From an optimization exercise on the open Yosys and OpenROAD flow, aimed at small area and a short achievable clock period; shortcuts taken in it are not production practice.
Only simulation tests tie the RTL to the original design; equivalence was not proved.

<file path="design/flow/flow/run.sh">
#!/bin/bash
# Standard ORFS layout (the standard.sh), with changes to how it is made only:
#  - port buffers: buf_1 on inputs, buf_2 on outputs (flow/ports.tcl) instead of
#    the resizer's default pick (a slow delay buffer);
#  - timing repair aims at a setup margin below the clock period, so paths are
#    repaired toward the period the design can reach rather than only to 21 ns.
# Synthesis is the standard one, unchanged. Each tool's log stays under orfs/logs;
# make's own output goes to make_*.log here.
set -euo pipefail
here=$(pwd)
bash standard.sh synth > make_synth.log 2>&1
export DONT_BUFFER_PORTS=1
export PRE_GLOBAL_PLACE_TCL=$here/flow/ports.tcl
export SETUP_SLACK_MARGIN=15.75
# Clock tree without dummy balancing loads.
export CTS_ARGS="-sink_clustering_enable -repair_clock_nets -sink_clustering_size 40 -sink_clustering_max_diameter 100 -buf_list {sky130_fd_sc_hd__clkbuf_4 sky130_fd_sc_hd__clkbuf_8} -root_buf sky130_fd_sc_hd__clkbuf_8 -dont_use_dummy_load"
bash standard.sh > make_layout.log 2>&1
</file>
<file path="design/flow/flow/ports.tcl">
# Port buffers (sourced before global placement, in place of ORFS's own
# buffer_ports call): every input and output port still gets a buffer.
buffer_ports -inputs -buffer_cell sky130_fd_sc_hd__buf_1
buffer_ports -outputs -buffer_cell sky130_fd_sc_hd__buf_2
</file>
<file path="design/flow/standard.sh">
#!/bin/bash
# synth_recipe.tcl (not shown) runs the flow's synth.tcl, then flattens the netlist and writes it again
# the make line also repeats each setting of config.mk as NAME=value (left out here)
make -C /OpenROAD-flow-scripts/flow DESIGN_CONFIG=/design/flow/config.mk WORK_HOME=/design/flow/orfs CLKGATE_MAP_FILE= SYNTH_SCRIPT=/design/flow/synth_recipe.tcl "${@:-finish}"
</file>
<file path="design/flow/config.mk">
export PLATFORM = sky130hd
export DESIGN_NAME = nn
export DESIGN_NICKNAME = nn
export VERILOG_FILES = /design/flow/design.v
export SDC_FILE = /design/flow/constraint.sdc
export NUM_CORES = 4
export LEC_CHECK = 0
export CAP_MARGIN = 20
export CORE_MARGIN = 2
export CORE_UTILIZATION = 60
export CTS_BUF_LIST = sky130_fd_sc_hd__clkbuf_8
export CTS_CLUSTER_DIAMETER = 100
export CTS_CLUSTER_SIZE = 40
export SLEW_MARGIN = 20
export SYNTH_HIERARCHICAL = 1
</file>
<file path="design/flow/constraint.sdc">
create_clock -name core_clock -period 21.0 [get_ports {clk}]
set_input_delay 4.2000 -clock core_clock [delete_from_list [all_inputs] [get_ports {clk}]]
set_output_delay 4.2000 -clock core_clock [all_outputs]
set_load 0.01 [all_outputs]
</file>
<file path="design/flow/design.v">
module nn #(parameter SIZE = 32) (
    input [SIZE-1:0] input_1,
    input [SIZE-1:0] input_2,
    input clk,
    input resetn,
    input enable,
    output [SIZE-1:0] final_output,
    output reg total_ovf,
    output reg total_zero,
    output [2:0] ovf_fsm_stage,
    output [2:0] zero_fsm_stage
);
    localparam [4:0] S_PRE = 5'd0, S_IN = 5'd1, S_OUT = 5'd2, S_POST = 5'd3,
                     S_IDLE = 5'd4, S_DEACT = 5'd8, S_LOAD = 5'd15;
    reg [4:0] st, nst;
    reg is_pre;          
    reg is_idle;         
    reg [28:0] fo_hi;    
    reg fo_2;            
    reg fo_lo;           
    assign final_output = {fo_hi, fo_2, fo_lo, fo_lo};
    reg [2:0] ostg_n, zstg_n;
    assign ovf_fsm_stage = ~ostg_n;
    assign zero_fsm_stage = ~zstg_n;
    reg [4:0] nst0, nst1;
    always @(*) begin
        case (st)
            S_DEACT: begin nst0 = S_DEACT; nst1 = fo_2 ? S_PRE : S_LOAD; end
            S_IDLE:  begin nst0 = S_DEACT; nst1 = S_PRE; end
            S_PRE:   begin nst0 = S_IN;    nst1 = S_IN; end
            S_IN:    begin nst0 = S_OUT;   nst1 = S_OUT; end
            S_OUT:   begin nst0 = S_POST;  nst1 = S_POST; end
            S_POST:  begin nst0 = S_IDLE;  nst1 = S_IDLE; end
            default: begin nst0 = st + 5'd1; nst1 = st + 5'd1; end
        endcase
    end
    always @(*) nst = enable ? nst1 : nst0;
    wire pre0 = (nst0 == S_PRE), pre1 = (nst1 == S_PRE);
    always @(posedge clk or negedge resetn)
        if (!resetn) begin
            st <= S_DEACT;
            is_pre <= 1'b0;
            is_idle <= 1'b0;
        end else begin
            st <= nst;
            is_pre <= enable ? pre1 : pre0;
            is_idle <= (st == S_POST);
        end
    reg signed [29:0] X;
    reg signed [30:0] Y;
    reg zxy;
    wire zin, zpre;
    nn_zdet ZD (.a(input_1[31:2]), .b(input_2[31:1]), .en(is_pre), .z(zin), .zen(zpre));
    always @(posedge clk) begin
        zxy <= zin;
        if (is_pre) begin
            X <= input_1[31:2];
            Y <= input_2[31:1];
        end
    end
    wire x3, y3, x4, y4, xq, yq;
    assign x3 = (~X[29] | (X[28] | (X[27] & (X[26] | (X[25] & (X[24] | (X[23] & (X[22] | (X[21] & (X[20] | (X[19] & (X[18] | (X[17] & (X[16] | (X[15] & (X[14] | (X[13] & (X[12] | (X[11] & (X[10] | (X[9] & (X[8] | (X[7] & (X[6] | (X[5] & (X[4] | (X[3] & (X[2] & (X[1] | (X[0] | 1'b1))))))))))))))))))))))))))))))
        & (X[29] | (~X[28] | (~X[27] & (~X[26] | (~X[25] & (~X[24] | (~X[23] & (~X[22] | (~X[21] & (~X[20] | (~X[19] & (~X[18] | (~X[17] & (~X[16] | (~X[15] & (~X[14] | (~X[13] & (~X[12] | (~X[11] & (~X[10] | (~X[9] & (~X[8] | (~X[7] & (~X[6] | (~X[5] & (~X[4] | (~X[3] & (~X[2] | (~X[1] & (~X[0] | 1'b1))))))))))))))))))))))))))))));
    assign y3 = (~Y[30] | (Y[29] & (Y[28] | (Y[27] | (Y[26] & (Y[25] & (Y[24] | (Y[23] | (Y[22] & (Y[21] & (Y[20] | (Y[19] | (Y[18] & (Y[17] & (Y[16] | (Y[15] | (Y[14] & (Y[13] & (Y[12] | (Y[11] | (Y[10] & (Y[9] & (Y[8] | (Y[7] | (Y[6] & (Y[5] & (Y[4] | (Y[3] | (Y[2] & (Y[1] & (Y[0] & 1'b1)))))))))))))))))))))))))))))))
        & (Y[30] | (~Y[29] & (~Y[28] | (~Y[27] | (~Y[26] & (~Y[25] & (~Y[24] | (~Y[23] | (~Y[22] & (~Y[21] & (~Y[20] | (~Y[19] | (~Y[18] & (~Y[17] & (~Y[16] | (~Y[15] | (~Y[14] & (~Y[13] & (~Y[12] | (~Y[11] | (~Y[10] & (~Y[9] & (~Y[8] | (~Y[7] | (~Y[6] & (~Y[5] & (~Y[4] | (~Y[3] | (~Y[2] & (~Y[1] & (~Y[0] | 1'b1)))))))))))))))))))))))))))))));
    assign x4 = (~X[29] | (X[28] & (X[27] & (X[26] & (X[25] | (X[24] & (X[23] | (X[22] & (X[21] | (X[20] & (X[19] | (X[18] & (X[17] | (X[16] & (X[15] | (X[14] & (X[13] | (X[12] & (X[11] | (X[10] & (X[9] | (X[8] & (X[7] | (X[6] & (X[5] | (X[4] & (X[3] | (X[2] & (X[1] & (X[0] | 1'b1))))))))))))))))))))))))))))))
        & (X[29] | (~X[28] & (~X[27] & (~X[26] & (~X[25] | (~X[24] & (~X[23] | (~X[22] & (~X[21] | (~X[20] & (~X[19] | (~X[18] & (~X[17] | (~X[16] & (~X[15] | (~X[14] & (~X[13] | (~X[12] & (~X[11] | (~X[10] & (~X[9] | (~X[8] & (~X[7] | (~X[6] & (~X[5] | (~X[4] & (~X[3] | (~X[2] & (~X[1] | (~X[0] | 1'b1))))))))))))))))))))))))))))));
    assign y4 = (~Y[30] | (Y[29] & (Y[28] & (Y[27] & (Y[26] & (Y[25] | (Y[24] & (Y[23] | (Y[22] & (Y[21] & (Y[20] & (Y[19] | (Y[18] | (Y[17] | (Y[16] | (Y[15] & (Y[14] | (Y[13] & (Y[12] | (Y[11] | (Y[10] | (Y[9] & (Y[8] & (Y[7] & (Y[6] & (Y[5] | (Y[4] & (Y[3] & (Y[2] | (Y[1] | (Y[0] | 1'b1)))))))))))))))))))))))))))))))
        & (Y[30] | (~Y[29] & (~Y[28] & (~Y[27] & (~Y[26] & (~Y[25] | (~Y[24] & (~Y[23] | (~Y[22] & (~Y[21] & (~Y[20] & (~Y[19] | (~Y[18] | (~Y[17] | (~Y[16] | (~Y[15] & (~Y[14] | (~Y[13] & (~Y[12] | (~Y[11] | (~Y[10] | (~Y[9] & (~Y[8] & (~Y[7] & (~Y[6] & (~Y[5] | (~Y[4] & (~Y[3] | (~Y[2] & (~Y[1] & (~Y[0] | 1'b1)))))))))))))))))))))))))))))));
    assign xq = (~X[29] | (X[28] & (X[27] & (X[26] & (X[25] | (X[24] | (X[23] | (X[22] & (X[21] & (X[20] & (X[19] | (X[18] | (X[17] | (X[16] & (X[15] & (X[14] & (X[13] | (X[12] | (X[11] | (X[10] & (X[9] & (X[8] & (X[7] | (X[6] | (X[5] | (X[4] & (X[3] & (X[2] & (X[1] & (X[0] | 1'b1))))))))))))))))))))))))))))))
        & (X[29] | (~X[28] & (~X[27] & (~X[26] & (~X[25] | (~X[24] | (~X[23] | (~X[22] & (~X[21] & (~X[20] & (~X[19] | (~X[18] | (~X[17] | (~X[16] & (~X[15] & (~X[14] & (~X[13] | (~X[12] | (~X[11] | (~X[10] & (~X[9] & (~X[8] & (~X[7] | (~X[6] | (~X[5] | (~X[4] & (~X[3] & (~X[2] | (~X[1] & (~X[0] & 1'b1))))))))))))))))))))))))))))));
    assign yq = (~Y[30] | (Y[29] & (Y[28] & (Y[27] & (Y[26] | (Y[25] | (Y[24] & (Y[23] & (Y[22] | (Y[21] | (Y[20] & (Y[19] & (Y[18] | (Y[17] | (Y[16] & (Y[15] & (Y[14] | (Y[13] | (Y[12] & (Y[11] & (Y[10] | (Y[9] | (Y[8] & (Y[7] & (Y[6] | (Y[5] | (Y[4] & (Y[3] & (Y[2] | (Y[1] & (Y[0] & 1'b1)))))))))))))))))))))))))))))))
        & (Y[30] | (~Y[29] & (~Y[28] & (~Y[27] & (~Y[26] | (~Y[25] | (~Y[24] & (~Y[23] & (~Y[22] | (~Y[21] | (~Y[20] & (~Y[19] & (~Y[18] | (~Y[17] | (~Y[16] & (~Y[15] & (~Y[14] | (~Y[13] | (~Y[12] & (~Y[11] & (~Y[10] | (~Y[9] | (~Y[8] & (~Y[7] & (~Y[6] | (~Y[5] | (~Y[4] & (~Y[3] & (~Y[2] | (~Y[1] | (~Y[0] | 1'b1)))))))))))))))))))))))))))))));
    wire [26:0] xs = X[26:0];
    wire [27:0] yv = Y[27:0];
    wire [31:0] ssum;             
    wire [31:29] vsum;
    wire ok32 = (ssum[31:30] == 2'b00) || (ssum[31:30] == 2'b11);   
    wire ok30 = (ssum[31:28] == 4'h0) || (ssum[31:28] == 4'hf);     
    wire v_ok = (vsum[31:29] == 3'b000) || (vsum[31:29] == 3'b111);
    reg qovf, qzero, ok32r, ok30r, n3;
    wire ovf3 = ~(x3 & y3);
    wire quirk = ostg_n[2];    
    wire ovf4 = quirk ? qovf : ~(x4 & y4 & ok32r);
    wire zero4 = quirk & qzero;         
    wire ovf5 = total_ovf | ~ok30r;
    always @(posedge clk) begin
        ok32r <= ok32;
        ok30r <= ok30;
    end
    always @(posedge clk or negedge resetn) begin
        if (!resetn) begin
            total_ovf <= 1'b0;
            ostg_n <= 3'd0;
        end else begin
            case (st)
                S_DEACT: if (enable) begin
                    total_ovf <= 1'b0; ostg_n <= 3'd0;
                end
                S_IN:   if (ovf3) begin total_ovf <= 1'b1; ostg_n <= ~3'd3; end
                S_OUT:  if (ovf4) begin total_ovf <= 1'b1; ostg_n <= ~3'd4; end
                S_POST: if (ovf5) begin total_ovf <= 1'b1; ostg_n <= ~3'd5; end
                default: ;
            endcase
        end
    end
    reg tz_o;
    reg [2:0] zs_o;
    always @(*) begin
        tz_o = total_zero;
        zs_o = zstg_n;
        case (st)
            S_DEACT: if (enable) begin tz_o = 1'b0; zs_o = 3'd0; end
            S_IN:    if (!ovf3 && zxy) begin tz_o = 1'b1; zs_o = ~3'd3; end
            S_OUT:   if (!ovf4 && zero4) begin tz_o = 1'b1; zs_o = ~3'd4; end
            default: ;
        endcase
    end
    always @(posedge clk or negedge resetn) begin
        if (!resetn) begin
            total_zero <= 1'b0;
            zstg_n <= 3'd0;
        end else begin
            total_zero <= zpre | tz_o;
            zstg_n <= zpre ? ~3'd2 : zs_o;
        end
    end
    always @(posedge clk or negedge resetn) begin
        if (!resetn) begin
            fo_hi <= 29'd0;
            fo_2 <= 1'b0;
            fo_lo <= 1'b0;
        end else if (st == S_POST) begin
            fo_2 <= 1'b1;
            fo_hi <= ovf5 ? {29{1'b1}} : ssum[28:0];
            fo_lo <= ovf5;
        end
    end
    always @(posedge clk)
        if (st == S_IN) n3 <= ~ovf3;
    always @(posedge clk or negedge resetn) begin
        if (!resetn) begin
            qovf <= 1'b0;
            qzero <= 1'b1;
        end else if (is_idle && n3) begin
            qovf <= ~(xq & yq & v_ok);
            qzero <= 1'b0;
        end
    end
  wire wS_1;
  wire wS_2;
  assign wS_1 = xs[0] ^ xs[1];
  assign wS_2 = xs[0] | xs[1];
  wire wS_3;
  wire wS_4;
  wS_fa uwS_3 (xs[1], xs[2], yv[1], wS_3, wS_4);
  wire wS_5;
  wire wS_6;
  assign wS_5 = xs[2] ^ xs[3];
  assign wS_6 = xs[2] | xs[3];
  wire wS_7;
  wire wS_8;
  wS_ha uwS_7 (yv[2], yv[3], wS_7, wS_8);
  wire wS_9;
  wire wS_10;
  assign wS_9 = xs[3] ^ xs[4];
  assign wS_10 = xs[3] | xs[4];
  wire wS_11;
  wire wS_12;
  wS_fa uwS_11 (yv[3], yv[4], yv[7], wS_11, wS_12);
  wire wS_13;
  wire wS_14;
  assign wS_13 = xs[4] ^ xs[5];
  assign wS_14 = xs[4] | xs[5];
  wire wS_15;
  wire wS_16;
  wS_fa uwS_15 (yv[4], yv[5], yv[8], wS_15, wS_16);
  wire wS_17;
  wire wS_18;
  assign wS_17 = xs[5] ^ xs[6];
  assign wS_18 = xs[5] | xs[6];
  wire wS_19;
  wire wS_20;
  wS_fa uwS_19 (yv[5], yv[6], yv[9], wS_19, wS_20);
  wire wS_21;
  wire wS_22;
  assign wS_21 = xs[6] ^ xs[7];
  assign wS_22 = xs[6] | xs[7];
  wire wS_23;
  wire wS_24;
  wS_fa uwS_23 (yv[6], yv[7], yv[10], wS_23, wS_24);
  wire wS_25;
  wire wS_26;
  assign wS_25 = xs[7] ^ xs[8];
  assign wS_26 = xs[7] | xs[8];
  wire wS_27;
  wire wS_28;
  wS_fa uwS_27 (yv[7], yv[8], yv[11], wS_27, wS_28);
  wire wS_29;
  wire wS_30;
  assign wS_29 = xs[8] ^ xs[9];
  assign wS_30 = xs[8] | xs[9];
  wire wS_31;
  wire wS_32;
  wS_fa uwS_31 (yv[8], yv[9], yv[12], wS_31, wS_32);
  wire wS_33;
  wire wS_34;
  assign wS_33 = xs[9] ^ xs[10];
  assign wS_34 = xs[9] | xs[10];
  wire wS_35;
  wire wS_36;
  wS_fa uwS_35 (yv[9], yv[10], yv[13], wS_35, wS_36);
  wire wS_37;
  wire wS_38;
  assign wS_37 = xs[10] ^ xs[11];
  assign wS_38 = xs[10] | xs[11];
  wire wS_39;
  wire wS_40;
  wS_fa uwS_39 (yv[10], yv[11], yv[14], wS_39, wS_40);
  wire wS_41;
  wire wS_42;
  assign wS_41 = xs[11] ^ xs[12];
  assign wS_42 = xs[11] | xs[12];
  wire wS_43;
  wire wS_44;
  wS_fa uwS_43 (yv[11], yv[12], yv[15], wS_43, wS_44);
  wire wS_45;
  wire wS_46;
  assign wS_45 = xs[12] ^ xs[13];
  assign wS_46 = xs[12] | xs[13];
  wire wS_47;
  wire wS_48;
  wS_fa uwS_47 (yv[12], yv[13], yv[16], wS_47, wS_48);
  wire wS_49;
  wire wS_50;
  assign wS_49 = xs[13] ^ xs[14];
  assign wS_50 = xs[13] | xs[14];
  wire wS_51;
  wire wS_52;
  wS_fa uwS_51 (yv[13], yv[14], yv[17], wS_51, wS_52);
  wire wS_53;
  wire wS_54;
  assign wS_53 = xs[14] ^ xs[15];
  assign wS_54 = xs[14] | xs[15];
  wire wS_55;
  wire wS_56;
  wS_fa uwS_55 (yv[14], yv[15], yv[18], wS_55, wS_56);
  wire wS_57;
  wire wS_58;
  assign wS_57 = xs[15] ^ xs[16];
  assign wS_58 = xs[15] | xs[16];
  wire wS_59;
  wire wS_60;
  wS_fa uwS_59 (yv[15], yv[16], yv[19], wS_59, wS_60);
  wire wS_61;
  wire wS_62;
  assign wS_61 = xs[16] ^ xs[17];
  assign wS_62 = xs[16] | xs[17];
  wire wS_63;
  wire wS_64;
  wS_fa uwS_63 (yv[16], yv[17], yv[20], wS_63, wS_64);
  wire wS_65;
  wire wS_66;
  assign wS_65 = xs[17] ^ xs[18];
  assign wS_66 = xs[17] | xs[18];
  wire wS_67;
  wire wS_68;
  wS_fa uwS_67 (yv[17], yv[18], yv[21], wS_67, wS_68);
  wire wS_69;
  wire wS_70;
  assign wS_69 = xs[18] ^ xs[19];
  assign wS_70 = xs[18] | xs[19];
  wire wS_71;
  wire wS_72;
  wS_fa uwS_71 (yv[18], yv[19], yv[22], wS_71, wS_72);
  wire wS_73;
  wire wS_74;
  assign wS_73 = xs[19] ^ xs[20];
  assign wS_74 = xs[19] | xs[20];
  wire wS_75;
  wire wS_76;
  wS_fa uwS_75 (yv[19], yv[20], yv[23], wS_75, wS_76);
  wire wS_77;
  wire wS_78;
  assign wS_77 = xs[20] ^ xs[21];
  assign wS_78 = xs[20] | xs[21];
  wire wS_79;
  wire wS_80;
  wS_fa uwS_79 (yv[20], yv[21], yv[24], wS_79, wS_80);
  wire wS_81;
  wire wS_82;
  assign wS_81 = xs[21] ^ xs[22];
  assign wS_82 = xs[21] | xs[22];
  wire wS_83;
  wire wS_84;
  wS_fa uwS_83 (yv[21], yv[22], yv[25], wS_83, wS_84);
  wire wS_85;
  wire wS_86;
  assign wS_85 = xs[22] ^ xs[23];
  assign wS_86 = xs[22] | xs[23];
  wire wS_87;
  wire wS_88;
  wS_fa uwS_87 (yv[22], yv[23], yv[26], wS_87, wS_88);
  wire wS_89;
  wire wS_90;
  wS_fa uwS_89 (xs[23], xs[24], yv[23], wS_89, wS_90);
  wire wS_91;
  wire wS_92;
  assign wS_91 = yv[24] ^ yv[27];
  assign wS_92 = yv[24] & ~yv[27];
  wire wS_93;
  wire wS_94;
  assign wS_93 = xs[24] ^ xs[25];
  assign wS_94 = xs[24] | xs[25];
  wire wS_95;
  wire wS_96;
  wS_ha uwS_95 (yv[24], yv[25], wS_95, wS_96);
  wire wS_97;
  wire wS_98;
  wS_fa uwS_97 (xs[25], yv[25], yv[26], wS_97, wS_98);
  wire wS_99;
  wire wS_100;
  assign wS_99 = yv[26] ^ xs[26];
  assign wS_100 = yv[26] | ~xs[26];
  wire wS_101;
  wire wS_102;
  assign wS_101 = xs[0] ^ yv[0];
  assign wS_102 = xs[0] | yv[0];
  wire wS_103;
  wire wS_104;
  wS_fa uwS_103 (yv[0], yv[1], yv[4], wS_103, wS_104);
  wire wS_105;
  wire wS_106;
  wS_fa uwS_105 (yv[2], yv[5], wS_3, wS_105, wS_106);
  wire wS_107;
  wire wS_108;
  wS_fa uwS_107 (yv[6], wS_7, wS_4, wS_107, wS_108);
  wire wS_109;
  wire wS_110;
  wS_fa uwS_109 (wS_11, wS_6, wS_8, wS_109, wS_110);
  wire wS_111;
  wire wS_112;
  wS_fa uwS_111 (wS_15, wS_10, wS_12, wS_111, wS_112);
  wire wS_113;
  wire wS_114;
  wS_fa uwS_113 (wS_19, wS_14, wS_16, wS_113, wS_114);
  wire wS_115;
  wire wS_116;
  wS_fa uwS_115 (wS_23, wS_18, wS_20, wS_115, wS_116);
  wire wS_117;
  wire wS_118;
  wS_fa uwS_117 (wS_27, wS_22, wS_24, wS_117, wS_118);
  wire wS_119;
  wire wS_120;
  wS_fa uwS_119 (wS_31, wS_26, wS_28, wS_119, wS_120);
  wire wS_121;
  wire wS_122;
  wS_fa uwS_121 (wS_35, wS_30, wS_32, wS_121, wS_122);
  wire wS_123;
  wire wS_124;
  wS_fa uwS_123 (wS_39, wS_34, wS_36, wS_123, wS_124);
  wire wS_125;
  wire wS_126;
  wS_fa uwS_125 (wS_43, wS_38, wS_40, wS_125, wS_126);
  wire wS_127;
  wire wS_128;
  wS_fa uwS_127 (wS_47, wS_42, wS_44, wS_127, wS_128);
  wire wS_129;
  wire wS_130;
  wS_fa uwS_129 (wS_51, wS_46, wS_48, wS_129, wS_130);
  wire wS_131;
  wire wS_132;
  wS_fa uwS_131 (wS_55, wS_50, wS_52, wS_131, wS_132);
  wire wS_133;
  wire wS_134;
  wS_fa uwS_133 (wS_59, wS_54, wS_56, wS_133, wS_134);
  wire wS_135;
  wire wS_136;
  wS_fa uwS_135 (wS_63, wS_58, wS_60, wS_135, wS_136);
  wire wS_137;
  wire wS_138;
  wS_fa uwS_137 (wS_67, wS_62, wS_64, wS_137, wS_138);
  wire wS_139;
  wire wS_140;
  wS_fa uwS_139 (wS_71, wS_66, wS_68, wS_139, wS_140);
  wire wS_141;
  wire wS_142;
  wS_fa uwS_141 (wS_75, wS_70, wS_72, wS_141, wS_142);
  wire wS_143;
  wire wS_144;
  wS_fa uwS_143 (wS_79, wS_74, wS_76, wS_143, wS_144);
  wire wS_145;
  wire wS_146;
  wS_fa uwS_145 (wS_83, wS_78, wS_80, wS_145, wS_146);
  wire wS_147;
  wire wS_148;
  wS_fa uwS_147 (wS_87, wS_82, wS_84, wS_147, wS_148);
  wire wS_149;
  wire wS_150;
  wS_fa uwS_149 (wS_89, wS_86, wS_88, wS_149, wS_150);
  wire wS_151;
  wire wS_152;
  wS_fa uwS_151 (wS_95, wS_90, wS_92, wS_151, wS_152);
  wire wS_153;
  wire wS_154;
  wS_fa uwS_153 (wS_97, wS_94, wS_96, wS_153, wS_154);
  wire wS_155;
  wire wS_156;
  wS_ha uwS_155 (wS_99, wS_98, wS_155, wS_156);
  wire wS_157;
  wire wS_158;
  assign wS_157 = wS_100 ^ yv[27];
  assign wS_158 = wS_100 | ~yv[27];
  wire wS_159;
  wire wS_160;
  wS_ha uwS_159 (wS_103, wS_102, wS_159, wS_160);
  wire wS_161;
  wire wS_162;
  wS_fa uwS_161 (wS_2, wS_105, wS_104, wS_161, wS_162);
  wire wS_163;
  wire wS_164;
  wS_fa uwS_163 (wS_107, wS_106, ~wS_5, wS_163, wS_164);
  wire wS_165;
  wire wS_166;
  wS_fa uwS_165 (wS_109, wS_108, ~wS_9, wS_165, wS_166);
  wire wS_167;
  wire wS_168;
  wS_fa uwS_167 (wS_111, wS_110, ~wS_13, wS_167, wS_168);
  wire wS_169;
  wire wS_170;
  wS_fa uwS_169 (wS_113, wS_112, ~wS_17, wS_169, wS_170);
  wire wS_171;
  wire wS_172;
  wS_fa uwS_171 (wS_115, wS_114, ~wS_21, wS_171, wS_172);
  wire wS_173;
  wire wS_174;
  wS_fa uwS_173 (wS_117, wS_116, ~wS_25, wS_173, wS_174);
  wire wS_175;
  wire wS_176;
  wS_fa uwS_175 (wS_119, wS_118, ~wS_29, wS_175, wS_176);
  wire wS_177;
  wire wS_178;
  wS_fa uwS_177 (wS_121, wS_120, ~wS_33, wS_177, wS_178);
  wire wS_179;
  wire wS_180;
  wS_fa uwS_179 (wS_123, wS_122, ~wS_37, wS_179, wS_180);
  wire wS_181;
  wire wS_182;
  wS_fa uwS_181 (wS_125, wS_124, ~wS_41, wS_181, wS_182);
  wire wS_183;
  wire wS_184;
  wS_fa uwS_183 (wS_127, wS_126, ~wS_45, wS_183, wS_184);
  wire wS_185;
  wire wS_186;
  wS_fa uwS_185 (wS_129, wS_128, ~wS_49, wS_185, wS_186);
  wire wS_187;
  wire wS_188;
  wS_fa uwS_187 (wS_131, wS_130, ~wS_53, wS_187, wS_188);
  wire wS_189;
  wire wS_190;
  wS_fa uwS_189 (wS_133, wS_132, ~wS_57, wS_189, wS_190);
  wire wS_191;
  wire wS_192;
  wS_fa uwS_191 (wS_135, wS_134, ~wS_61, wS_191, wS_192);
  wire wS_193;
  wire wS_194;
  wS_fa uwS_193 (wS_137, wS_136, ~wS_65, wS_193, wS_194);
  wire wS_195;
  wire wS_196;
  wS_fa uwS_195 (wS_139, wS_138, ~wS_69, wS_195, wS_196);
  wire wS_197;
  wire wS_198;
  wS_fa uwS_197 (wS_141, wS_140, ~wS_73, wS_197, wS_198);
  wire wS_199;
  wire wS_200;
  wS_fa uwS_199 (wS_143, wS_142, ~wS_77, wS_199, wS_200);
  wire wS_201;
  wire wS_202;
  wS_fa uwS_201 (wS_145, wS_144, ~wS_81, wS_201, wS_202);
  wire wS_203;
  wire wS_204;
  wS_fa uwS_203 (wS_147, wS_146, ~wS_85, wS_203, wS_204);
  wire wS_205;
  wire wS_206;
  wS_fa uwS_205 (wS_149, wS_148, ~wS_91, wS_205, wS_206);
  wire wS_207;
  wire wS_208;
  wS_fa uwS_207 (wS_151, wS_150, ~wS_93, wS_207, wS_208);
  wire wS_209;
  wire wS_210;
  wS_fa uwS_209 (wS_153, wS_152, ~xs[26], wS_209, wS_210);
  wire wS_211;
  wire wS_212;
  wS_fa uwS_211 (wS_155, wS_154, ~yv[27], wS_211, wS_212);
  wire wS_213;
  wire wS_214;
  wS_ha uwS_213 (wS_157, wS_156, wS_213, wS_214);
  wire [31:0] wS_a = {wS_213, wS_211, wS_209, wS_207, wS_205, wS_203, wS_201, wS_199, wS_197, wS_195, wS_193, wS_191, wS_189, wS_187, wS_185, wS_183, wS_181, wS_179, wS_177, wS_175, wS_173, wS_171, wS_169, wS_167, wS_165, wS_163, wS_161, ~wS_1, yv[3], yv[2], yv[1], yv[0]};
  wire [31:0] wS_b = {wS_212, wS_210, wS_208, wS_206, wS_204, wS_202, wS_200, wS_198, wS_196, wS_194, wS_192, wS_190, wS_188, wS_186, wS_184, wS_182, wS_180, wS_178, wS_176, wS_174, wS_172, wS_170, wS_168, wS_166, wS_164, wS_162, wS_160, wS_159, ~wS_101, 1'b1, 1'b1, 1'b0};
  wire [31:0] wS_p0 = wS_a ^ wS_b;
  wire [31:0] wS_g0 = wS_a & wS_b;
  wire wS_G0_1 = wS_g0[1] | (wS_p0[1] & wS_g0[0]);
  wire wS_P0_1 = wS_p0[1] & wS_p0[0];
  wire wS_G0_3 = wS_g0[3] | (wS_p0[3] & wS_g0[2]);
  wire wS_P0_3 = wS_p0[3] & wS_p0[2];
  wire wS_G0_5 = wS_g0[5] | (wS_p0[5] & wS_g0[4]);
  wire wS_P0_5 = wS_p0[5] & wS_p0[4];
  wire wS_G0_7 = wS_g0[7] | (wS_p0[7] & wS_g0[6]);
  wire wS_P0_7 = wS_p0[7] & wS_p0[6];
  wire wS_G0_9 = wS_g0[9] | (wS_p0[9] & wS_g0[8]);
  wire wS_P0_9 = wS_p0[9] & wS_p0[8];
  wire wS_G0_11 = wS_g0[11] | (wS_p0[11] & wS_g0[10]);
  wire wS_P0_11 = wS_p0[11] & wS_p0[10];
  wire wS_G0_13 = wS_g0[13] | (wS_p0[13] & wS_g0[12]);
  wire wS_P0_13 = wS_p0[13] & wS_p0[12];
  wire wS_G0_15 = wS_g0[15] | (wS_p0[15] & wS_g0[14]);
  wire wS_P0_15 = wS_p0[15] & wS_p0[14];
  wire wS_G0_17 = wS_g0[17] | (wS_p0[17] & wS_g0[16]);
  wire wS_P0_17 = wS_p0[17] & wS_p0[16];
  wire wS_G0_19 = wS_g0[19] | (wS_p0[19] & wS_g0[18]);
  wire wS_P0_19 = wS_p0[19] & wS_p0[18];
  wire wS_G0_21 = wS_g0[21] | (wS_p0[21] & wS_g0[20]);
  wire wS_P0_21 = wS_p0[21] & wS_p0[20];
  wire wS_G0_23 = wS_g0[23] | (wS_p0[23] & wS_g0[22]);
  wire wS_P0_23 = wS_p0[23] & wS_p0[22];
  wire wS_G0_25 = wS_g0[25] | (wS_p0[25] & wS_g0[24]);
  wire wS_P0_25 = wS_p0[25] & wS_p0[24];
  wire wS_G0_27 = wS_g0[27] | (wS_p0[27] & wS_g0[26]);
  wire wS_P0_27 = wS_p0[27] & wS_p0[26];
  wire wS_G0_29 = wS_g0[29] | (wS_p0[29] & wS_g0[28]);
  wire wS_P0_29 = wS_p0[29] & wS_p0[28];
  wire wS_G0_31 = wS_g0[31] | (wS_p0[31] & wS_g0[30]);
  wire wS_P0_31 = wS_p0[31] & wS_p0[30];
  wire wS_G1_3 = wS_G0_3 | (wS_P0_3 & wS_G0_1);
  wire wS_P1_3 = wS_P0_3 & wS_P0_1;
  wire wS_G1_7 = wS_G0_7 | (wS_P0_7 & wS_G0_5);
  wire wS_P1_7 = wS_P0_7 & wS_P0_5;
  wire wS_G1_11 = wS_G0_11 | (wS_P0_11 & wS_G0_9);
  wire wS_P1_11 = wS_P0_11 & wS_P0_9;
  wire wS_G1_15 = wS_G0_15 | (wS_P0_15 & wS_G0_13);
  wire wS_P1_15 = wS_P0_15 & wS_P0_13;
  wire wS_G1_19 = wS_G0_19 | (wS_P0_19 & wS_G0_17);
  wire wS_P1_19 = wS_P0_19 & wS_P0_17;
  wire wS_G1_23 = wS_G0_23 | (wS_P0_23 & wS_G0_21);
  wire wS_P1_23 = wS_P0_23 & wS_P0_21;
  wire wS_G1_27 = wS_G0_27 | (wS_P0_27 & wS_G0_25);
  wire wS_P1_27 = wS_P0_27 & wS_P0_25;
  wire wS_G1_31 = wS_G0_31 | (wS_P0_31 & wS_G0_29);
  wire wS_P1_31 = wS_P0_31 & wS_P0_29;
  wire wS_G2_7 = wS_G1_7 | (wS_P1_7 & wS_G1_3);
  wire wS_P2_7 = wS_P1_7 & wS_P1_3;
  wire wS_G2_15 = wS_G1_15 | (wS_P1_15 & wS_G1_11);
  wire wS_P2_15 = wS_P1_15 & wS_P1_11;
  wire wS_G2_23 = wS_G1_23 | (wS_P1_23 & wS_G1_19);
  wire wS_P2_23 = wS_P1_23 & wS_P1_19;
  wire wS_G2_31 = wS_G1_31 | (wS_P1_31 & wS_G1_27);
  wire wS_P2_31 = wS_P1_31 & wS_P1_27;
  wire wS_G3_15 = wS_G2_15 | (wS_P2_15 & wS_G2_7);
  wire wS_P3_15 = wS_P2_15 & wS_P2_7;
  wire wS_G3_31 = wS_G2_31 | (wS_P2_31 & wS_G2_23);
  wire wS_P3_31 = wS_P2_31 & wS_P2_23;
  wire wS_G4_31 = wS_G3_31 | (wS_P3_31 & wS_G3_15);
  wire wS_P4_31 = wS_P3_31 & wS_P3_15;
  wire wS_G5_23 = wS_G2_23 | (wS_P2_23 & wS_G3_15);
  wire wS_P5_23 = wS_P2_23 & wS_P3_15;
  wire wS_G6_11 = wS_G1_11 | (wS_P1_11 & wS_G2_7);
  wire wS_P6_11 = wS_P1_11 & wS_P2_7;
  wire wS_G6_19 = wS_G1_19 | (wS_P1_19 & wS_G3_15);
  wire wS_P6_19 = wS_P1_19 & wS_P3_15;
  wire wS_G6_27 = wS_G1_27 | (wS_P1_27 & wS_G5_23);
  wire wS_P6_27 = wS_P1_27 & wS_P5_23;
  wire wS_G7_5 = wS_G0_5 | (wS_P0_5 & wS_G1_3);
  wire wS_P7_5 = wS_P0_5 & wS_P1_3;
  wire wS_G7_9 = wS_G0_9 | (wS_P0_9 & wS_G2_7);
  wire wS_P7_9 = wS_P0_9 & wS_P2_7;
  wire wS_G7_13 = wS_G0_13 | (wS_P0_13 & wS_G6_11);
  wire wS_P7_13 = wS_P0_13 & wS_P6_11;
  wire wS_G7_17 = wS_G0_17 | (wS_P0_17 & wS_G3_15);
  wire wS_P7_17 = wS_P0_17 & wS_P3_15;
  wire wS_G7_21 = wS_G0_21 | (wS_P0_21 & wS_G6_19);
  wire wS_P7_21 = wS_P0_21 & wS_P6_19;
  wire wS_G7_25 = wS_G0_25 | (wS_P0_25 & wS_G5_23);
  wire wS_P7_25 = wS_P0_25 & wS_P5_23;
  wire wS_G7_29 = wS_G0_29 | (wS_P0_29 & wS_G6_27);
  wire wS_P7_29 = wS_P0_29 & wS_P6_27;
  wire wS_G8_2 = wS_g0[2] | (wS_p0[2] & wS_G0_1);
  wire wS_P8_2 = wS_p0[2] & wS_P0_1;
  wire wS_G8_4 = wS_g0[4] | (wS_p0[4] & wS_G1_3);
  wire wS_P8_4 = wS_p0[4] & wS_P1_3;
  wire wS_G8_6 = wS_g0[6] | (wS_p0[6] & wS_G7_5);
  wire wS_P8_6 = wS_p0[6] & wS_P7_5;
  wire wS_G8_8 = wS_g0[8] | (wS_p0[8] & wS_G2_7);
  wire wS_P8_8 = wS_p0[8] & wS_P2_7;
  wire wS_G8_10 = wS_g0[10] | (wS_p0[10] & wS_G7_9);
  wire wS_P8_10 = wS_p0[10] & wS_P7_9;
  wire wS_G8_12 = wS_g0[12] | (wS_p0[12] & wS_G6_11);
  wire wS_P8_12 = wS_p0[12] & wS_P6_11;
  wire wS_G8_14 = wS_g0[14] | (wS_p0[14] & wS_G7_13);
  wire wS_P8_14 = wS_p0[14] & wS_P7_13;
  wire wS_G8_16 = wS_g0[16] | (wS_p0[16] & wS_G3_15);
  wire wS_P8_16 = wS_p0[16] & wS_P3_15;
  wire wS_G8_18 = wS_g0[18] | (wS_p0[18] & wS_G7_17);
  wire wS_P8_18 = wS_p0[18] & wS_P7_17;
  wire wS_G8_20 = wS_g0[20] | (wS_p0[20] & wS_G6_19);
  wire wS_P8_20 = wS_p0[20] & wS_P6_19;
  wire wS_G8_22 = wS_g0[22] | (wS_p0[22] & wS_G7_21);
  wire wS_P8_22 = wS_p0[22] & wS_P7_21;
  wire wS_G8_24 = wS_g0[24] | (wS_p0[24] & wS_G5_23);
  wire wS_P8_24 = wS_p0[24] & wS_P5_23;
  wire wS_G8_26 = wS_g0[26] | (wS_p0[26] & wS_G7_25);
  wire wS_P8_26 = wS_p0[26] & wS_P7_25;
  wire wS_G8_28 = wS_g0[28] | (wS_p0[28] & wS_G6_27);
  wire wS_P8_28 = wS_p0[28] & wS_P6_27;
  wire wS_G8_30 = wS_g0[30] | (wS_p0[30] & wS_G7_29);
  wire wS_P8_30 = wS_p0[30] & wS_P7_29;
  wire [31:0] wsum_t;
  assign wsum_t[0] = wS_p0[0];
  assign wsum_t[1] = wS_p0[1] ^ wS_g0[0];
  assign wsum_t[2] = wS_p0[2] ^ wS_G0_1;
  assign wsum_t[3] = wS_p0[3] ^ wS_G8_2;
  assign wsum_t[4] = wS_p0[4] ^ wS_G1_3;
  assign wsum_t[5] = wS_p0[5] ^ wS_G8_4;
  assign wsum_t[6] = wS_p0[6] ^ wS_G7_5;
  assign wsum_t[7] = wS_p0[7] ^ wS_G8_6;
  assign wsum_t[8] = wS_p0[8] ^ wS_G2_7;
  assign wsum_t[9] = wS_p0[9] ^ wS_G8_8;
  assign wsum_t[10] = wS_p0[10] ^ wS_G7_9;
  assign wsum_t[11] = wS_p0[11] ^ wS_G8_10;
  assign wsum_t[12] = wS_p0[12] ^ wS_G6_11;
  assign wsum_t[13] = wS_p0[13] ^ wS_G8_12;
  assign wsum_t[14] = wS_p0[14] ^ wS_G7_13;
  assign wsum_t[15] = wS_p0[15] ^ wS_G8_14;
  assign wsum_t[16] = wS_p0[16] ^ wS_G3_15;
  assign wsum_t[17] = wS_p0[17] ^ wS_G8_16;
  assign wsum_t[18] = wS_p0[18] ^ wS_G7_17;
  assign wsum_t[19] = wS_p0[19] ^ wS_G8_18;
  assign wsum_t[20] = wS_p0[20] ^ wS_G6_19;
  assign wsum_t[21] = wS_p0[21] ^ wS_G8_20;
  assign wsum_t[22] = wS_p0[22] ^ wS_G7_21;
  assign wsum_t[23] = wS_p0[23] ^ wS_G8_22;
  assign wsum_t[24] = wS_p0[24] ^ wS_G5_23;
  assign wsum_t[25] = wS_p0[25] ^ wS_G8_24;
  assign wsum_t[26] = wS_p0[26] ^ wS_G7_25;
  assign wsum_t[27] = wS_p0[27] ^ wS_G8_26;
  assign wsum_t[28] = wS_p0[28] ^ wS_G6_27;
  assign wsum_t[29] = wS_p0[29] ^ wS_G8_28;
  assign wsum_t[30] = wS_p0[30] ^ wS_G7_29;
  assign wsum_t[31] = wS_p0[31] ^ wS_G8_30;
    assign ssum = wsum_t;
  wire vS_1;
  wire vS_2;
  assign vS_1 = xs[23] ^ xs[26];
  assign vS_2 = xs[23] | ~xs[26];
  wire vS_3;
  wire vS_4;
  vS_ha uvS_3 (xs[0], xs[3], vS_3, vS_4);
  wire vS_5;
  wire vS_6;
  vS_fa uvS_5 (xs[1], xs[4], ~yv[2], vS_5, vS_6);
  wire vS_7;
  wire vS_8;
  vS_fa uvS_7 (xs[2], xs[5], ~yv[3], vS_7, vS_8);
  wire vS_9;
  wire vS_10;
  vS_fa uvS_9 (xs[3], xs[6], ~yv[4], vS_9, vS_10);
  wire vS_11;
  wire vS_12;
  vS_fa uvS_11 (xs[4], xs[7], ~yv[5], vS_11, vS_12);
  wire vS_13;
  wire vS_14;
  vS_fa uvS_13 (xs[5], xs[8], ~yv[6], vS_13, vS_14);
  wire vS_15;
  wire vS_16;
  vS_fa uvS_15 (xs[6], xs[9], ~yv[7], vS_15, vS_16);
  wire vS_17;
  wire vS_18;
  vS_fa uvS_17 (xs[7], xs[10], ~yv[8], vS_17, vS_18);
  wire vS_19;
  wire vS_20;
  vS_fa uvS_19 (xs[8], xs[11], ~yv[9], vS_19, vS_20);
  wire vS_21;
  wire vS_22;
  vS_fa uvS_21 (xs[9], xs[12], ~yv[10], vS_21, vS_22);
  wire vS_23;
  wire vS_24;
  vS_fa uvS_23 (xs[10], xs[13], ~yv[11], vS_23, vS_24);
  wire vS_25;
  wire vS_26;
  vS_fa uvS_25 (xs[11], xs[14], ~yv[12], vS_25, vS_26);
  wire vS_27;
  wire vS_28;
  vS_fa uvS_27 (xs[12], xs[15], ~yv[13], vS_27, vS_28);
  wire vS_29;
  wire vS_30;
  vS_fa uvS_29 (xs[13], xs[16], ~yv[14], vS_29, vS_30);
  wire vS_31;
  wire vS_32;
  vS_fa uvS_31 (xs[14], xs[17], ~yv[15], vS_31, vS_32);
  wire vS_33;
  wire vS_34;
  vS_fa uvS_33 (xs[15], xs[18], ~yv[16], vS_33, vS_34);
  wire vS_35;
  wire vS_36;
  vS_fa uvS_35 (xs[16], xs[19], ~yv[17], vS_35, vS_36);
  wire vS_37;
  wire vS_38;
  vS_fa uvS_37 (xs[17], xs[20], ~yv[18], vS_37, vS_38);
  wire vS_39;
  wire vS_40;
  vS_fa uvS_39 (xs[18], xs[21], ~yv[19], vS_39, vS_40);
  wire vS_41;
  wire vS_42;
  vS_fa uvS_41 (xs[19], xs[22], ~yv[20], vS_41, vS_42);
  wire vS_43;
  wire vS_44;
  vS_fa uvS_43 (xs[20], xs[23], ~yv[21], vS_43, vS_44);
  wire vS_45;
  wire vS_46;
  vS_fa uvS_45 (xs[21], xs[24], ~yv[22], vS_45, vS_46);
  wire vS_47;
  wire vS_48;
  vS_fa uvS_47 (xs[22], xs[25], ~yv[23], vS_47, vS_48);
  wire vS_49;
  wire vS_50;
  assign vS_49 = vS_1 ^ yv[24];
  assign vS_50 = vS_1 & ~yv[24];
  wire vS_51;
  wire vS_52;
  vS_fa uvS_51 (xs[24], yv[27], vS_2, vS_51, vS_52);
  wire vS_53;
  wire vS_54;
  assign vS_53 = xs[25] ^ yv[26];
  assign vS_54 = xs[25] | ~yv[26];
  wire vS_55;
  wire vS_56;
  assign vS_55 = yv[27] ^ xs[26];
  assign vS_56 = yv[27] | ~xs[26];
  wire vS_57;
  wire vS_58;
  assign vS_57 = xs[0] ^ yv[0];
  assign vS_58 = xs[0] | ~yv[0];
  wire vS_59;
  wire vS_60;
  assign vS_59 = xs[1] ^ yv[1];
  assign vS_60 = xs[1] | ~yv[1];
  wire vS_61;
  wire vS_62;
  vS_fa uvS_61 (~xs[2], yv[0], yv[2], vS_61, vS_62);
  wire vS_63;
  wire vS_64;
  vS_fa uvS_63 (~vS_3, yv[1], yv[3], vS_63, vS_64);
  wire vS_65;
  wire vS_66;
  vS_fa uvS_65 (vS_5, vS_4, ~yv[4], vS_65, vS_66);
  wire vS_67;
  wire vS_68;
  vS_fa uvS_67 (vS_7, vS_6, ~yv[5], vS_67, vS_68);
  wire vS_69;
  wire vS_70;
  vS_fa uvS_69 (vS_9, vS_8, ~yv[6], vS_69, vS_70);
  wire vS_71;
  wire vS_72;
  vS_fa uvS_71 (vS_11, vS_10, ~yv[7], vS_71, vS_72);
  wire vS_73;
  wire vS_74;
  vS_fa uvS_73 (vS_13, vS_12, ~yv[8], vS_73, vS_74);
  wire vS_75;
  wire vS_76;
  vS_fa uvS_75 (vS_15, vS_14, ~yv[9], vS_75, vS_76);
  wire vS_77;
  wire vS_78;
  vS_fa uvS_77 (vS_17, vS_16, ~yv[10], vS_77, vS_78);
  wire vS_79;
  wire vS_80;
  vS_fa uvS_79 (vS_19, vS_18, ~yv[11], vS_79, vS_80);
  wire vS_81;
  wire vS_82;
  vS_fa uvS_81 (vS_21, vS_20, ~yv[12], vS_81, vS_82);
  wire vS_83;
  wire vS_84;
  vS_fa uvS_83 (vS_23, vS_22, ~yv[13], vS_83, vS_84);
  wire vS_85;
  wire vS_86;
  vS_fa uvS_85 (vS_25, vS_24, ~yv[14], vS_85, vS_86);
  wire vS_87;
  wire vS_88;
  vS_fa uvS_87 (vS_27, vS_26, ~yv[15], vS_87, vS_88);
  wire vS_89;
  wire vS_90;
  vS_fa uvS_89 (vS_29, vS_28, ~yv[16], vS_89, vS_90);
  wire vS_91;
  wire vS_92;
  vS_fa uvS_91 (vS_31, vS_30, ~yv[17], vS_91, vS_92);
  wire vS_93;
  wire vS_94;
  vS_fa uvS_93 (vS_33, vS_32, ~yv[18], vS_93, vS_94);
  wire vS_95;
  wire vS_96;
  vS_fa uvS_95 (vS_35, vS_34, ~yv[19], vS_95, vS_96);
  wire vS_97;
  wire vS_98;
  vS_fa uvS_97 (vS_37, vS_36, ~yv[20], vS_97, vS_98);
  wire vS_99;
  wire vS_100;
  vS_fa uvS_99 (vS_39, vS_38, ~yv[21], vS_99, vS_100);
  wire vS_101;
  wire vS_102;
  vS_fa uvS_101 (vS_41, vS_40, ~yv[22], vS_101, vS_102);
  wire vS_103;
  wire vS_104;
  vS_fa uvS_103 (vS_43, vS_42, ~yv[23], vS_103, vS_104);
  wire vS_105;
  wire vS_106;
  vS_fa uvS_105 (vS_45, vS_44, ~yv[24], vS_105, vS_106);
  wire vS_107;
  wire vS_108;
  vS_fa uvS_107 (vS_47, vS_46, ~yv[25], vS_107, vS_108);
  wire vS_109;
  wire vS_110;
  vS_fa uvS_109 (~vS_48, yv[26], vS_49, vS_109, vS_110);
  wire vS_111;
  wire vS_112;
  vS_fa uvS_111 (vS_51, vS_50, ~yv[25], vS_111, vS_112);
  wire vS_113;
  wire vS_114;
  vS_ha uvS_113 (vS_53, vS_52, vS_113, vS_114);
  wire vS_115;
  wire vS_116;
  vS_ha uvS_115 (vS_55, vS_54, vS_115, vS_116);
  wire vS_c1 = (vS_57 & 1'b0) | (vS_57 & 1'b0) | (1'b0 & 1'b0);
  wire vS_c2 = (vS_59 & vS_58) | (vS_59 & vS_c1) | (vS_58 & vS_c1);
  wire vS_c3 = (~vS_61 & vS_60) | (~vS_61 & vS_c2) | (vS_60 & vS_c2);
  wire vS_c4 = (~vS_63 & ~vS_62) | (~vS_63 & vS_c3) | (~vS_62 & vS_c3);
  wire vS_c5 = (vS_65 & ~vS_64) | (vS_65 & vS_c4) | (~vS_64 & vS_c4);
  wire vS_c6 = (vS_67 & vS_66) | (vS_67 & vS_c5) | (vS_66 & vS_c5);
  wire vS_c7 = (vS_69 & vS_68) | (vS_69 & vS_c6) | (vS_68 & vS_c6);
  wire vS_c8 = (vS_71 & vS_70) | (vS_71 & vS_c7) | (vS_70 & vS_c7);
  reg vS_cr8;
  always @(posedge clk) vS_cr8 <= vS_c8;
  wire vS_c9 = (vS_73 & vS_72) | (vS_73 & vS_cr8) | (vS_72 & vS_cr8);
  wire vS_c10 = (vS_75 & vS_74) | (vS_75 & vS_c9) | (vS_74 & vS_c9);
  wire vS_c11 = (vS_77 & vS_76) | (vS_77 & vS_c10) | (vS_76 & vS_c10);
  wire vS_c12 = (vS_79 & vS_78) | (vS_79 & vS_c11) | (vS_78 & vS_c11);
  wire vS_c13 = (vS_81 & vS_80) | (vS_81 & vS_c12) | (vS_80 & vS_c12);
  wire vS_c14 = (vS_83 & vS_82) | (vS_83 & vS_c13) | (vS_82 & vS_c13);
  wire vS_c15 = (vS_85 & vS_84) | (vS_85 & vS_c14) | (vS_84 & vS_c14);
  wire vS_c16 = (vS_87 & vS_86) | (vS_87 & vS_c15) | (vS_86 & vS_c15);
  reg vS_cr16;
  always @(posedge clk) vS_cr16 <= vS_c16;
  wire vS_c17 = (vS_89 & vS_88) | (vS_89 & vS_cr16) | (vS_88 & vS_cr16);
  wire vS_c18 = (vS_91 & vS_90) | (vS_91 & vS_c17) | (vS_90 & vS_c17);
  wire vS_c19 = (vS_93 & vS_92) | (vS_93 & vS_c18) | (vS_92 & vS_c18);
  wire vS_c20 = (vS_95 & vS_94) | (vS_95 & vS_c19) | (vS_94 & vS_c19);
  wire vS_c21 = (vS_97 & vS_96) | (vS_97 & vS_c20) | (vS_96 & vS_c20);
  wire vS_c22 = (vS_99 & vS_98) | (vS_99 & vS_c21) | (vS_98 & vS_c21);
  wire vS_c23 = (vS_101 & vS_100) | (vS_101 & vS_c22) | (vS_100 & vS_c22);
  wire vS_c24 = (vS_103 & vS_102) | (vS_103 & vS_c23) | (vS_102 & vS_c23);
  reg vS_cr24;
  always @(posedge clk) vS_cr24 <= vS_c24;
  wire vS_c25 = (vS_105 & vS_104) | (vS_105 & vS_cr24) | (vS_104 & vS_cr24);
  wire vS_c26 = (vS_107 & vS_106) | (vS_107 & vS_c25) | (vS_106 & vS_c25);
  wire vS_c27 = (~vS_109 & vS_108) | (~vS_109 & vS_c26) | (vS_108 & vS_c26);
  wire vS_c28 = (vS_111 & ~vS_110) | (vS_111 & vS_c27) | (~vS_110 & vS_c27);
  wire vS_c29 = (vS_113 & vS_112) | (vS_113 & vS_c28) | (vS_112 & vS_c28);
  wire vS_s29 = vS_115 ^ vS_114 ^ vS_c29;
  wire vS_c30 = (vS_115 & vS_114) | (vS_115 & vS_c29) | (vS_114 & vS_c29);
  wire vS_s30 = vS_56 ^ vS_116 ^ vS_c30;
  wire vS_c31 = (vS_56 & vS_116) | (vS_56 & vS_c30) | (vS_116 & vS_c30);
  wire vS_s31 = 1'b1 ^ 1'b0 ^ vS_c31;
    assign vsum = {vS_s31, vS_s30, vS_s29};
endmodule
module nn_zdet(input [29:0] a, input [30:0] b, input en, output z, output zen);
  assign z = ~|a | ~|b;
  assign zen = en & z;
endmodule
module wS_fa(input a, input b, input c, output s, output co);
  assign s = a ^ b ^ c;
  assign co = (a & b) | (a & c) | (b & c);
endmodule
module wS_ha(input a, input b, output s, output co);
  assign s = a ^ b;
  assign co = a & b;
endmodule
module vS_fa(input a, input b, input c, output s, output co);
  assign s = a ^ b ^ c;
  assign co = (a & b) | (a & c) | (b & c);
endmodule
module vS_ha(input a, input b, output s, output co);
  assign s = a ^ b;
  assign co = a & b;
endmodule
</file>
==> flow_summary_export.csv, run 1 <==
group,metric,value,unit
synthesis,synth_area_leaders,"fa_1 (28%), edfxtp_1 (19%), dfrtp_1 (12%), ha_1 (9.4%), inv_1 (5.3%)",
die,core_area,0.01641,mm^2
placed_design,dp.cells,1077,
worst_setup_path,path_cells,"buf_6, fa_1, fa_1, fa_2, ha_4, a21o_1, a221oi_2, o21bai_1, a21oi_2, a31oi_4, a221o_1, a41oi_2, a211o_1, fa_2, xnor2_2, xor2_1, inv_1, ha_1, nand3_1, o21ai_1",
timing,relSlewSlack,0.4379,
worst_setup_path,path_class,"reg -> reg",
finish,drive_gt1_frac,0.1202,
die,io_pins,107,
die,die-area,0.01761,mm^2
global_routing,grt_pass1_wl,38250,um
routing,wirelength,23780,um
synthesis,synth.avg_cell_area,11.46,um^2
worst_hold_path,hold_depth,1,
timing,fin_crit_sh,0.2466,
synthesis,ys.flop_type,"edfxtp_1",
synthesis,synth.distinct_cells,66,
timing,holdWs,0.4961,ns
worst_setup_path,worstPathMaxFanout,4,
routing,first_iter_violations,592,
timing,finalClockSkew,0.03430,ns
cts,cts_tree,"yes",
worst_setup_path,slowest_delay,0.58,ns
synthesis,yosys-top-cells-count,"fa_1 (140), inv_1 (139), ha_1 (75)",
timing,worstMarginPinSlew,0.8380,ns
run,cap_violations,0,
finish,area_delta_synth_final,9.621,%
global_routing,grt_pass1_vias,7410,
worst_hold_path,min-delay-path-class,"reg -> reg",
global_routing,grt_start_max_net_pins,63,
timing,fmax,0.1931,GHz
worst_setup_path,worstPathRequired,21.30,ns
timing,slew_violations,0,
timing,finalHoldViolCount,0,
timing,tns,0,ns
cts,cts_sinks,116,
finish,final_cell_count_no_fill,1127,
timing,rsz0062_at_grt,"true",
synthesis,synth_edf_count,62,
worst_setup_path,cp.arrival,5.48,ns
routing,drc,0,
placed_design,dpl_cell_area,0.01019,mm^2
worst_setup_path,rr_worst_depth,20,
finish,diodes,0,
routing,via_per_inst,6.086,
routing,ant_nets,0,
die,die_x,132.7,um
routing,wire_per_inst,21.10,um
timing,setup_slack,15.82,ns
synthesis,ys_ff_latch,116,
worst_setup_path,slowest_stage,"fa_2",
cts,insertion_delay,0.44,ns
die,start_util,0.6056,
placed_design,port_buffers,103,
finish,final.fill_count,1245,
cts,root_buffer,"clkbuf_8",
cts,clkTransAtPathRegs,0.07,ns
synthesis,syn_inst,867,
placed_design,place_hpwl,18070,um
finish,design_area,0.01089,mm^2
run_status,run_status,"no timing/DRC/antenna violations",
global_routing,grt-ovfl-total,0,
synthesis,synth.most_common_cell,"fa_1",
synthesis,ys_warn_count,7,
placed_design,place.gp.congestion,0.9019,
die,rows,47,
cts,cts_buffer_depth,2,
placed_design,pre_cts_ws,14.82,ns
synthesis,synthArstFlopShare,0.4138,
die,die_h,132.7,um
synthesis,seq_area_frac_synth,0.3206,
worst_setup_path,end_kind,"flip-flop",
timing,finalSetupViolations,0,
timing,post-route-min-period,5.179,ns
synthesis,synth_top_area_frac,0.2821,
routing,dr.pass1.iters,5,
finish,nets,1191,
cts,cts_max_level,4,
global_routing,grt_antenna_before_repair,0,
cts,cts_hold_buf,0,
finish,final_core_util,0.6638,
worst_setup_path,startpoint_type,"flip-flop",
routing,vias,6859,
synthesis,synth_top_area_cell,"fa_1",
synthesis,syn-cell-area,0.009936,mm^2
synthesis,synth_nets,1149,
cts,cts_made_buffers,17,
global_routing,track_usage,0.2813,
==> cell families (layout without fill, tap and decap cells) <==
family | count (synthesis) | count (layout) | share of synthesized area
buffers and inverters | 154 | 194 | 0.05931
flip-flops | 116 | 116 | 0.3206
AND/OR/NAND/NOR | 177 | 177 | 0.08878
multiplexers | 3 | 3 | 0.003022
adder cells (fa/ha/maj) | 232 | 232 | 0.3952
XOR/XNOR | 20 | 20 | 0.01763
AO/OA/AOI/OAI | 165 | 165 | 0.1155
==> state kept, by name, indices dropped and copies added (netlist names), 3 cells and up <==
name and cells:
X 30, Y 31, fo_hi 29, ostg_n 3, st 5, zstg_n 3
==> cells in the final DEF (no fill, tap or decap), types with 7 or more instances in the layout <==
cell,Yosys,final
inv_1,139,139
fa_1,140,133
ha_1,75,68
edfxtp_1,62,62
nor2_1,53,53
a21oi_1,50,49
dfrtp_1,46,45
buf_4,3,30
nand2_1,24,23
nor3_1,19,19
nand3_1,19,19
clkbuf_8,0,17
xnor2_1,17,16
o21ai_0,16,15
nand4_1,13,13
o22a_1,13,13
nor4_1,20,12
maj3_2,12,12
o211ai_1,8,8
a211oi_1,7,7
nand2b_1,7,7
fa_2,0,7
nor4_2,1,7
==> timing repair <==
action | in CTS | in global routing
endpoints found under the setup margin | 7 | 3
buffers inserted | 24 | 9
resized for setup | 13 | 24
pin swaps | 6 | 38
==> per-module statistics from Yosys (local to each module, per instance) <==
module / flops+latches / area, um^2
nn: 116 / 7207
nn_zdet: 0 / 146.4
vS_fa: 0 / 20.02
wS_fa: 0 / 20.02
vS_ha: 0 / 12.51
wS_ha: 0 / 12.51
==> area by class of cell <==
| cell class | instances | area [um^2] | share of cell area |
|---|---|---|---|
| Multi-Input combinational cell | 597 | 6389 | 0.5866 |
| Sequential cell | 116 | 3187 | 0.2926 |
| Inverter | 143 | 536.8 | 0.04928 |
| Tap cell | 220 | 275.3 | 0.02527 |
| Timing Repair Buffer | 34 | 270.3 | 0.02481 |
| Clock buffer | 17 | 234.0 | 0.02148 |
==> final timing paths <==
| kind | from | slack, ns | endpoint |
|---|---|---|---|
| setup reg to reg | Y[9] | 15.82 | ok30r |
| hold reg to reg | qzero | 0.50 | qzero |
| max in group asynchronous | resetn | 17.35 | qzero |
| setup / recovery | Y[9] | 15.82 | ok30r |
| hold / removal | qzero | 0.50 | qzero |
| min in group asynchronous | resetn | 3.44 | fo_hi[6] |
==> critical path: cells and delay by family (launching register included) <==
kind / cells / cell delay, ns
adder cells (fa/ha/maj): 6 / 2.19
buffers and inverters: 2 / 0.24
flip-flops: 1 / 0.52
AO/OA/AOI/OAI: 9 / 1.71
XOR/XNOR: 2 / 0.32
AND/OR/NAND/NOR: 1 / 0.07
==> routing by layer <==
layer | global-route usage | up-vias | share of wire
met1 | 0.4082 | 3426 | 0.45
met3 | 0.07126 | 40 | 0.081
met2 | 0.4243 | 300 | 0.45
li1 | - | 3093 | -
met4 | 0.08423 | 0 | 0.019
met5 | 0 | - | 0
==> run 2: changes to the inputs <==
==> design/flow/flow/run.sh (replaced) <==
#!/bin/bash
# Standard ORFS layout (the standard.sh) at the design's clock period and
# constraints, with changes to how it is made only:
#  - port buffers: every input gets a sky130_fd_sc_hd__buf_1 and every output a
#    sky130_fd_sc_hd__buf_2 (flow/ports.tcl, run before global placement in
#    place of ORFS's own buffer_ports call, whose default pick is a slow delay buffer);
#  - timing repair aims at a setup margin of 15.75 ns, so paths are repaired toward
#    the period the design can reach rather than only to 21 ns;
#  - clock tree: clkbuf_8 buffers (root and leaves) and no dummy balancing loads.
# Synthesis is the standard one, unchanged (bash standard.sh synth). Each tool's
# log stays under orfs/logs; make's own output goes to make_*.log here.
set -euo pipefail
here=$(pwd)
bash standard.sh synth > make_synth.log 2>&1
export DONT_BUFFER_PORTS=1
export PRE_GLOBAL_PLACE_TCL=$here/flow/ports.tcl
export SETUP_SLACK_MARGIN=15.8
export CTS_ARGS="-sink_clustering_enable -repair_clock_nets -sink_clustering_size 40 -sink_clustering_max_diameter 100 -buf_list sky130_fd_sc_hd__clkbuf_8 -root_buf sky130_fd_sc_hd__clkbuf_8 -dont_use_dummy_load"
bash standard.sh > make_layout.log 2>&1
==> run 2 against run 1 <==
Effect of this change:
- maximum frequency down 0.39%
- largest cell class unchanged
- design area rose by 0.63%
- global-route usage is 0.81 points higher
- still clean on timing, DRC and antenna
- highest routed layer unchanged
==> flow_summary_export.csv, run 2 <==
group,metric,value,unit
run_status,run_status,"no timing/DRC/antenna violations",
finish,design_area,0.01096,mm^2
timing,tns,0,ns
placed_design,place_hpwl,18340,um
cts,cts_max_level,4,
placed_design,place.gp.congestion,0.8956,
worst_setup_path,end_kind,"flip-flop",
worst_hold_path,min-delay-path-class,"reg -> reg",
die,start_util,0.6056,
synthesis,synth.distinct_cells,66,
worst_setup_path,worstPathMaxFanout,4,
finish,final.fill_count,1261,
synthesis,syn_inst,867,
global_routing,grt_pass1_wl,39050,um
placed_design,dpl_cell_area,0.01021,mm^2
synthesis,synth.most_common_cell,"fa_1",
synthesis,synth_nets,1149,
finish,regArea,0.003187,mm^2
routing,ant_nets,0,
worst_setup_path,path_class,"reg -> reg",
routing,vias,6902,
synthesis,synth_top_area_cell,"fa_1",
die,io_pins,107,
finish,diodes,0,
cts,cts_made_buffers,17,
die,die_x,132.7,um
timing,finalSetupViolations,0,
timing,finalClockSkew,0.03207,ns
synthesis,yosys-top-cells-count,"fa_1 (140), inv_1 (139), ha_1 (75)",
run,cap_violations,0,
routing,via_per_inst,6.092,
finish,area_delta_synth_final,10.31,%
timing,worstMarginPinSlew,0.8408,ns
cts,cts_sinks,116,
placed_design,pre_cts_ws,14.87,ns
placed_design,port_buffers,103,
timing,fin_crit_sh,0.2476,
worst_setup_path,startpoint_type,"flip-flop",
timing,rsz0062_at_grt,"true",
cts,cts_buffer_depth,2,
cts,root_buffer,"clkbuf_8",
routing,wirelength,24030,um
synthesis,synthArstFlopShare,0.4138,
routing,first_iter_violations,561,
cts,cts_tree,"yes",
synthesis,syn-cell-area,0.009936,mm^2
synthesis,ys_warn_count,7,
global_routing,track_usage,0.2894,
placed_design,dp.cells,1077,
die,die_h,132.7,um
global_routing,grt_pass1_vias,7470,
finish,multi_input_area,0.006420,mm^2
synthesis,ys.flop_type,"edfxtp_1",
die,die-area,0.01761,mm^2
timing,relSlewSlack,0.4360,
finish,final_common_cell,"inv_1",
synthesis,seq_area_frac_synth,0.3206,
timing,finalHoldViolCount,0,
finish,final_cell_mix,"inv_1 (136), fa_1 (134), ha_1 (67)",
global_routing,grt_antenna_before_repair,0,
worst_setup_path,reg2reg_slack,15.80,ns
worst_setup_path,worstPathRequired,21.30,ns
synthesis,synth_edf_count,62,
finish,top_regs,"Y: 31 flops, X: 30 flops, fo_hi: 29 flops",
timing,setup_slack,15.80,ns
die,core_area,0.01641,mm^2
timing,fmax,0.1923,GHz
finish,largest_reg_flops,31,
cts,insertion_delay,0.45,ns
routing,drc,0,
worst_setup_path,cp.arrival,5.50,ns
global_routing,grt-ovfl-total,0,
routing,wire_per_inst,21.21,um
finish,nets,1197,
finish,drive_gt1_frac,0.1292,
timing,post-route-min-period,5.200,ns
timing,slew_violations,0,
die,rows,47,
synthesis,synth.avg_cell_area,11.46,um^2
cts,clkTransAtPathRegs,0.09,ns
routing,dr.pass1.iters,5,
synthesis,synth_top_area_frac,0.2821,
global_routing,grt_start_max_net_pins,63,
finish,final_cell_count_no_fill,1133,
synthesis,ys_ff_latch,116,
finish,max_flop_register,"Y",
synthesis,synth_area_leaders,"fa_1 (28%), edfxtp_1 (19%), dfrtp_1 (12%), ha_1 (9.4%), inv_1 (5.3%)",
-- run 2: cell counts after synthesis --
No cell type changed its count.
-- run 2: cell type report --
cell class	count	area share
clock buffers	17	0.02135
inverters	143	0.04897
multi-input cells	597	0.5857
flip-flops and latches	116	0.2908
well taps	220	0.02511
repair buffers	40	0.02808
-- run 2: worst paths after layout --
kind / from / to / cells past startpoint
min in group asynchronous: resetn / fo_hi[4] / 0
max in group asynchronous: resetn / qzero / 0
hold / removal: qzero / qzero / 1
hold reg to reg: qzero / qzero / 1
setup reg to reg: Y[12] / ok30r / 19
setup / recovery: Y[12] / ok30r / 19
-- run 2: repair_timing --
item	4_1_cts	5_1_grt
hold buffers	0	0
resized for setup	21	19
cloned	0	0
buffers inserted	29	10
pin swaps	17	34
setup endpoints to repair	8	2
-- run 2: per-module statistics from Yosys, one instance, submodules excluded --
module / cell area (um^2) / cells / flops+latches
wS_ha: 12.51 / 1 / 0
nn_zdet: 146.4 / 22 / 0
wS_fa: 20.02 / 1 / 0
vS_ha: 12.51 / 1 / 0
vS_fa: 20.02 / 1 / 0
nn: 7207 / 713 / 116
-- run 2: cells by family (layout without fill, tap and decap cells) --
family,Yosys count,after routing,synth area share
fa+ha+maj,232,232,0.3952
simple gates,177,177,0.08878
compound gates,165,165,0.1155
buf+inv,154,200,0.05931
flops,116,116,0.3206
xor+xnor,20,20,0.01763
mux,3,3,0.003022
-- run 2: metal layers --
metal | wire length, um | GRT usage | vias to the layer above
met4 | 558 | 0.09438 | 0
met2 | 11090 | 0.4444 | 278
li1 | - | - | 3109
met1 | 10840 | 0.4191 | 3480
met3 | 1539 | 0.05862 | 35
met5 | 0 | 0 | -
-- run 2: critical path, cell delays in order, from the launching register on --
cell and delay (ns):
edfxtp_1 0.52, buf_4 0.20, fa_1 0.54, fa_1 0.57, fa_1 0.55, ha_1 0.32, inv_1 0.04, o21bai_1 0.17
a21oi_2 0.11, a31oi_4 0.19, a221o_1 0.21, a41oi_2 0.13, a211o_1 0.34, fa_2 0.38, xnor2_2 0.17, xor2_1 0.22
inv_1 0.11, ha_4 0.17, nand3_2 0.06, o21ai_2 0.05
-- run 2: metrics by stage --
stage | utilization | hold WS (ns)
4_1_cts | 0.6581 | 0.4994
3_3_place_gp | 0.6223 | 0.4825
6_report | 0.6680 | 0.4991
2_1_floorplan | - | 0.4733
3_5_place_dp | 0.6223 | 0.4895
5_1_grt | 0.6680 | 0.5125

## afterwards: timing with drivers on the ports
The flow's constraints put no driver on any port. The routed layouts listed below were extracted and timed again, unchanged, in two steps.
Step 1 assumes that a clkbuf_16 drives the clock port and a buf_2 every other input.
Step 2 times the ports against the registers' clock, not the clock port: input delays grow and output delays shrink by t, the midpoint of the rising clock arrivals with the driver on.
Three values: no drivers, after step 1, after step 2; two values: the first two.
run	shift t [ns]	setup slack, ns	clock arrival spread, ns	worst register clock-pin slew, ns
run 1	0.465	15.821 / 15.789 / 15.384	0.035 / 0.036	0.09 / 0.09
run 2	0.472	15.800 / 15.790 / 15.318	0.032 / 0.032	0.09 / 0.09
After both steps every run listed still meets setup and hold. The setup slack of run 2, which loses most, moves by -0.010 ns with the drivers and by -0.482 ns with both steps.
